What follows belongs to an exercise in optimizing a design on an open flow for small area and a short achievable clock period; a production flow would make more cautious choices.
Where RTL was checked, it was by simulation tests only, not by an equivalence proof against the original.
Power and IR drop assume default switching activity.

## the reference run
## fadd_sub
module fadd_sub(
  input  logic        clk_i,
  input  logic [31:0] operand_a,
  input  logic [31:0] operand_b,
  output logic [31:0] result_o
);
clock: 12.0 ns
lec_check: 0
abc_area: 1
cap_margin: 20
core_margin: 2
core_utilization: 40
slew_margin: 20
standard.sh (not shown) runs the stock make flow with config.mk's settings and CLKGATE_MAP_FILE= SYNTH_SCRIPT=/design/flow/synth_recipe.tcl, a recipe that flattens the netlist after the stock synthesis.
==> flow/flow/run.sh <==
#!/bin/bash
# Own layout flow: the standard ORFS flow (standard.sh), with these changes:
#  - ports are buffered with sky130_fd_sc_hd__buf_1 (which repair may upsize)
#    instead of the clkdlybuf4s50_1 that buffer_ports picks by default;
#  - repair_timing aims for a setup slack margin of MARGIN ns (flow/margin);
#  - if flow/abc.script exists, synthesis is the standard synthesis script
#    with its ABC step replaced (flow/my_synth.tcl): the logic from the
#    registers to result_o is mapped with flow/abc_out.script (if present),
#    the rest with flow/abc.script. Flip-flops are mapped before ABC runs, so
#    the registers are exactly the standard synthesis's;
#  - any extra ORFS variables listed in flow/env (KEY=VALUE lines), and
#    make variable assignments in flow/make_args (one line).
# Every tool's output goes to the ORFS logs under orfs/logs, and make's own
# output to standard.log in this folder.
set -euo pipefail
MARGIN=$(cat flow/margin 2>/dev/null || echo 5)
export BUFFER_PORTS_ARGS="-buffer_cell sky130_fd_sc_hd__buf_1"
if [[ -f flow/env ]]; then set -a; source flow/env; set +a; fi
EXTRA=()
if [[ -f flow/abc.script ]]; then
  export MY_ABC_SCRIPT="$PWD/flow/abc.script"
  if [[ -f flow/abc_out.script ]]; then export MY_ABC_OUT_SCRIPT="$PWD/flow/abc_out.script"; fi
  EXTRA+=("SYNTH_SCRIPT=$PWD/flow/my_synth.tcl")
fi
if [[ -f flow/make_args ]]; then read -r -a MARGS < flow/make_args; EXTRA+=("${MARGS[@]}"); fi
bash standard.sh "${EXTRA[@]}" SETUP_SLACK_MARGIN=$MARGIN finish > standard.log 2>&1
Other scripts of this flow, unchanged in this note and not shown: flow/flow/abc.script, flow/flow/env, flow/flow/margin, flow/flow/my_synth.tcl
Input-level comparison between the trial run and the reference run:
--- a/flow/design.v
+++ b/flow/design.v
@@ -2,25 +2,26 @@
   input  logic        clk_i,
   input  logic [31:0] operand_a,
   input  logic [31:0] operand_b,
   output logic [31:0] result_o
 );
   wire        sa = operand_a[31], sb = operand_b[31];
   wire [7:0]  fa = operand_a[30:23], fb = operand_b[30:23];
   wire        za = (fa == 8'd0), zb = (fb == 8'd0);    
   wire [7:0]  ea1 = {fa[7:1], fa[0] | za};             
   wire [7:0]  eb1 = {fb[7:1], fb[0] | zb};
   wire [23:0] ma = {~za, operand_a[22:0]};
   wire [23:0] mb = {~zb, operand_b[22:0]};
-  wire [7:0]  ea = fa, eb = fb;    
+  wire [7:0]  ea = {fa[7:1], fa[0] | (za & (operand_a[22:0] != 23'd0))};
+  wire [7:0]  eb = {fb[7:1], fb[0] | (zb & (operand_b[22:0] != 23'd0))};
   wire [7:0]  xp = fa ^ ~fb;
   wire [7:0]  xg = fa & ~fb;
   wire eg0 = xg[1] | (xp[1] & xg[0]);
   wire ep0 = xp[1] & xp[0];
   wire eg1 = xg[3] | (xp[3] & xg[2]);
   wire ep1 = xp[3] & xp[2];
   wire eg2 = xg[5] | (xp[5] & xg[4]);
   wire ep2 = xp[5] & xp[4];
   wire eg3 = xg[7] | (xp[7] & xg[6]);
   wire ep3 = xp[7] & xp[6];
   wire eg4 = xg[2] | (xp[2] & eg0);
   wire ep4 = xp[2] & ep0;
@@ -99,34 +100,34 @@
   wire fcp16 = cp[22] & fcp10;
   wire fcg17 = fcg12 | (fcp12 & fcg11);
   wire fcp17 = fcp12 & fcp11;
   wire fcg18 = fcg14 | (fcp14 & fcg13);
   wire fcp18 = fcp14 & fcp13;
   wire fcg19 = fcg16 | (fcp16 & fcg15);
   wire fcp19 = fcp16 & fcp15;
   wire fcg20 = fcg18 | (fcp18 & fcg17);
   wire fcp20 = fcp18 & fcp17;
   wire fcg21 = fcg19 | (fcp19 & fcg20);
   wire        f_gt = fcg21;    
   wire        a_gt_b = a_exp_gt | (exp_eq & f_gt);
-  wire [4:0]  ds = d[4:0] | {5{d[7:5] != 3'd0}};    
+  wire        zero = (d[7:5] != 3'd0);                      
   wire        sub = sa ^ sb;
   wire [23:0] m_big   = a_gt_b ? ma : mb;
   wire [23:0] m_small = a_gt_b ? mb_s : ma_s;
-  wire [23:0] sh1 = ds[0] ? {1'b0, m_small[23:1]} : m_small;
-  wire [23:0] sh2 = ds[1] ? {2'b0, sh1[23:2]} : sh1;
-  wire [23:0] sh4 = ds[2] ? {4'b0, sh2[23:4]} : sh2;
-  wire [23:0] sh8 = ds[3] ? {8'b0, sh4[23:8]} : sh4;
-  wire [23:0] sh16 = ds[4] ? {16'b0, sh8[23:16]} : sh8;
-  wire [23:0] y = sh16 ^ {24{sub}};
+  wire [23:0] sh1 = d[0] ? {1'b0, m_small[23:1]} : m_small;
+  wire [23:0] sh2 = d[1] ? {2'b0, sh1[23:2]} : sh1;
+  wire [23:0] sh4 = d[2] ? {4'b0, sh2[23:4]} : sh2;
+  wire [23:0] sh8 = d[3] ? {8'b0, sh4[23:8]} : sh4;
+  wire [23:0] sh16 = d[4] ? {16'b0, sh8[23:16]} : sh8;
+  wire [23:0] y = (zero ? 24'd0 : sh16) ^ {24{sub}};
   logic        r_sign, r_sub;
   logic [7:0]  r_exp;
   logic [23:0] r_x, r_y;
   always_ff @(posedge clk_i) begin
     r_sign <= a_gt_b ? sa : sb;
     r_sub  <= sub;
     r_exp  <= a_gt_b ? ea : eb;
     r_x    <= m_big;
     r_y    <= y;
   end
   wire [24:0] p = {r_x ^ r_y, 1'b0};
   wire [24:0] g = {r_x & r_y, r_sub};
@@ -256,17 +257,16 @@
   assign s[14] = p[15] ^ cg54;
   assign s[15] = p[16] ^ cg55;
   assign s[16] = p[17] ^ cg57;
   assign s[17] = p[18] ^ cg58;
   assign s[18] = p[19] ^ cg59;
   assign s[19] = p[20] ^ cg60;
   assign s[20] = p[21] ^ cg61;
   assign s[21] = p[22] ^ cg62;
   assign s[22] = p[23] ^ cg63;
   assign s[23] = p[24] ^ cg64;
   assign s[24] = cg65;
   wire        norm = s[24] & ~r_sub;    
-  wire [7:0]  e_big = {r_exp[7:1], r_exp[0] | (~r_x[23] & (r_x[22:0] != 23'd0))};
   assign result_o = {r_sign,
-                     norm ? e_big + 8'd1 : e_big,
+                     norm ? r_exp + 8'd1 : r_exp,
                      norm ? s[23:1] : s[22:0]};
 endmodule
## What came out
Every run in the comparison, the trial run and the reference run, completed the flow with a clean layout. The run showing the smaller final period demand of the worst path is the trial run. Diff the reference run -> the trial run: hold slack went up 0.023 ns, logic depth of the worst setup path including buffers went down 1, global-route usage went down 0.29 points. ~same x dimension of the die in the trial run and the reference run. The trial run vs the reference run, achievable frequency went up by 1.1 MHz. Side by side, total power turned out higher in the trial run than in the reference run. Changes observed in the trial run relative to the reference run: final design area excluding fillers roughly the same, synthesized cell count moved down, fraction of power consumed by sequential logic dropped 2.3 points, detailed placer's ending HPWL went up. | clock network fraction of design power | the trial run vs the reference run | 1.1 points lower |. Reported for the trial run and the reference run, number of violations of the max-capacitance limit turned out identical to the last digit.
Only the layout flow was run in the reference run; the RTL was not checked for function there.


Another version of the RTL of fadd_sub (not shown whole).
Size in the first run: about 1000 cells after synthesis, ~5600 um^2 of cells after synthesis.
==> flow/design.v (excerpt) <==
module fadd_sub(
  input  logic        clk_i,
  input  logic [31:0] operand_a,
  input  logic [31:0] operand_b,
  output logic [31:0] result_o
);
  wire        sa = operand_a[31], sb = operand_b[31];
  wire [7:0]  fa = operand_a[30:23], fb = operand_b[30:23];
  wire        za = (fa == 8'd0), zb = (fb == 8'd0);    
  wire [7:0]  ea1 = {fa[7:1], fa[0] | za};             
  wire [7:0]  eb1 = {fb[7:1], fb[0] | zb};
  wire [23:0] ma = {~za, operand_a[22:0]};
  wire [23:0] mb = {~zb, operand_b[22:0]};
  wire [7:0]  ea = {fa[7:1], fa[0] | (za & (operand_a[22:0] != 23'd0))};
  wire [7:0]  eb = {fb[7:1], fb[0] | (zb & (operand_b[22:0] != 23'd0))};
  wire [7:0]  xp = fa ^ ~fb;
  wire [7:0]  xg = fa & ~fb;
  wire eg0 = xg[1] | (xp[1] & xg[0]);
  wire ep0 = xp[1] & xp[0];
  wire eg1 = xg[3] | (xp[3] & xg[2]);
  wire ep1 = xp[3] & xp[2];
  wire eg2 = xg[5] | (xp[5] & xg[4]);
  wire ep2 = xp[5] & xp[4];
  wire eg3 = xg[7] | (xp[7] & xg[6]);
  wire ep3 = xp[7] & xp[6];
  wire eg4 = xg[2] | (xp[2] & eg0);
  wire ep4 = xp[2] & ep0;
  ...
==> flow/config.mk <==
export PLATFORM = sky130hd
export DESIGN_NAME = fadd_sub
export DESIGN_NICKNAME = fadd_sub
export VERILOG_FILES = /design/flow/design.v
export SDC_FILE = /design/flow/constraint.sdc
export NUM_CORES = 4
export LEC_CHECK = 0
export ABC_AREA = 1
export CAP_MARGIN = 20
export CORE_MARGIN = 2
export CORE_UTILIZATION = 40
export SLEW_MARGIN = 20
==> flow/constraint.sdc <==
create_clock -name core_clock -period 12.0 [get_ports {clk_i}]
set_input_delay 2.4000 -clock core_clock [delete_from_list [all_inputs] [get_ports {clk_i}]]
set_output_delay 2.4000 -clock core_clock [all_outputs]
set_load 0.01 [all_outputs]
==> flow/flow/run.sh <==
#!/bin/bash
# Own layout flow: the standard ORFS flow (standard.sh), with these changes:
#  - ports are buffered with sky130_fd_sc_hd__buf_1 (which repair may upsize)
#    instead of the clkdlybuf4s50_1 that buffer_ports picks by default;
#  - repair_timing aims for a setup slack margin of MARGIN ns (flow/margin);
#  - if flow/abc.script exists, synthesis is the standard synthesis script
#    with that ABC script for the combinational mapping (flow/my_synth.tcl);
#    flip-flops are mapped before ABC runs, so registers are unchanged;
#  - any extra ORFS variables listed in flow/env (KEY=VALUE lines).
# Every tool's output goes to the ORFS logs under orfs/logs, and make's own
# output to standard.log in this folder.
set -euo pipefail
MARGIN=$(cat flow/margin 2>/dev/null || echo 5)
export BUFFER_PORTS_ARGS="-buffer_cell sky130_fd_sc_hd__buf_1"
if [[ -f flow/env ]]; then set -a; source flow/env; set +a; fi
EXTRA=()
if [[ -f flow/abc.script ]]; then
  export MY_ABC_SCRIPT="$PWD/flow/abc.script"
  EXTRA+=("SYNTH_SCRIPT=$PWD/flow/my_synth.tcl")
fi
bash standard.sh "${EXTRA[@]}" SETUP_SLACK_MARGIN=$MARGIN finish > standard.log 2>&1
==> flow/flow/abc.script <==
strash
dch
map -B 0.9 -D 4000
topo
stime -c
buffer -c
upsize -c -D 4000
dnsize -c -D 4000
==> flow/flow/env <==
CTS_ARGS="-sink_clustering_enable -repair_clock_nets -dont_use_dummy_load -buf_list sky130_fd_sc_hd__clkbuf_8"
ADDER_MAP_FILE=
==> flow/flow/margin <==
6.3
==> flow/flow/my_synth.tcl <==
# The standard synthesis script (synth_recipe.tcl), except that Yosys's abc
# step runs the ABC script named by MY_ABC_SCRIPT instead of ORFS's.
proc synth {args} { yosys synth -nofsm -noshare {*}$args }
proc abc {args} {
  set i [lsearch -exact $args -script]
  if {$i >= 0 && [info exists ::env(MY_ABC_SCRIPT)] && $::env(MY_ABC_SCRIPT) ne ""} {
    lset args [expr {$i + 1}] $::env(MY_ABC_SCRIPT)
  }
  yosys abc {*}$args
}
source $::env(SCRIPTS_DIR)/synth.tcl
# left out here: clear keep_hierarchy, flatten, clean up, hide names made inside functions, write 1_2_yosys.v
The starting point completed with no timing, DRC or antenna violations.
Then changed:
--- a/flow/design.v
+++ b/flow/design.v
@@ -3,24 +3,23 @@
   input  logic [31:0] operand_a,
   input  logic [31:0] operand_b,
   output logic [31:0] result_o
 );
   wire        sa = operand_a[31], sb = operand_b[31];
   wire [7:0]  fa = operand_a[30:23], fb = operand_b[30:23];
   wire        za = (fa == 8'd0), zb = (fb == 8'd0);    
   wire [7:0]  ea1 = {fa[7:1], fa[0] | za};             
   wire [7:0]  eb1 = {fb[7:1], fb[0] | zb};
   wire [23:0] ma = {~za, operand_a[22:0]};
   wire [23:0] mb = {~zb, operand_b[22:0]};
-  wire [7:0]  ea = {fa[7:1], fa[0] | (za & (operand_a[22:0] != 23'd0))};
-  wire [7:0]  eb = {fb[7:1], fb[0] | (zb & (operand_b[22:0] != 23'd0))};
+  wire [7:0]  ea = fa, eb = fb;    
   wire [7:0]  xp = fa ^ ~fb;
   wire [7:0]  xg = fa & ~fb;
   wire eg0 = xg[1] | (xp[1] & xg[0]);
   wire ep0 = xp[1] & xp[0];
   wire eg1 = xg[3] | (xp[3] & xg[2]);
   wire ep1 = xp[3] & xp[2];
   wire eg2 = xg[5] | (xp[5] & xg[4]);
   wire ep2 = xp[5] & xp[4];
   wire eg3 = xg[7] | (xp[7] & xg[6]);
   wire ep3 = xp[7] & xp[6];
   wire eg4 = xg[2] | (xp[2] & eg0);
@@ -258,15 +257,16 @@
   assign s[15] = p[16] ^ cg55;
   assign s[16] = p[17] ^ cg57;
   assign s[17] = p[18] ^ cg58;
   assign s[18] = p[19] ^ cg59;
   assign s[19] = p[20] ^ cg60;
   assign s[20] = p[21] ^ cg61;
   assign s[21] = p[22] ^ cg62;
   assign s[22] = p[23] ^ cg63;
   assign s[23] = p[24] ^ cg64;
   assign s[24] = cg65;
   wire        norm = s[24] & ~r_sub;    
+  wire [7:0]  e_big = {r_exp[7:1], r_exp[0] | (~r_x[23] & (r_x[22:0] != 23'd0))};
   assign result_o = {r_sign,
-                     norm ? r_exp + 8'd1 : r_exp,
+                     norm ? e_big + 8'd1 : e_big,
                      norm ? s[23:1] : s[22:0]};
 endmodule
The changed run completed with no timing, DRC or antenna violations.
Via count shrinks by 0.66%.
Die area grows by 0.82%.
Worst hold slack loses 11 ps.
Setup slack gains 20 ps.
Final cell count grows by 1.9%.
Synthesized area grows by 0.85%.
Design area grows by 0.54%.
Non-clock buffer count grows by 4.
Wire length shrinks by 4.2%.
Power is about the same.
Combinational power shrinks by about 0.8%.
Global-route usage shrinks by 0.29 points.
Core utilization is about the same.
For the second run of this note, only the layout was checked, not whether the RTL still works.

-- port drivers added, routing unchanged --
The flow's constraints put no driver on any port. The routed layouts listed below were extracted and timed again, unchanged, in two steps.
Step 1, drivers: a clkbuf_16 drives clk_i and a buf_2 each remaining input, both assumed.
Step 2 times the ports against the registers' clock, not the clock port: input delays grow and output delays shrink by t, the midpoint of the rising clock arrivals with the driver on.
Slacks: ideal ports / drivers / drivers and shift; pairs: ideal ports / drivers.
run | t, ns | setup WS [ns] | latest minus earliest clock arrival (ns) | worst slew at a driven data input, ns
the reference run | 0.418 | 6.525 / 6.492 / 6.222 | 0.032 / 0.031 | 0.06
the trial run | 0.387 | 6.557 / 6.532 / 6.177 | 0.026 / 0.027 | 0.06
the first run of note 2 | 0.349 | 6.549 / 6.555 / 6.206 | 0.012 / 0.012 | 0.05
the second run of note 2 | 0.356 | 6.569 / 6.536 / 6.264 | 0.013 / 0.013 | 0.06
After both steps every run listed still meets setup and hold. For the trial run, which loses most, drivers alone change the setup slack by -0.025 ns; drivers and shift together by -0.380 ns.
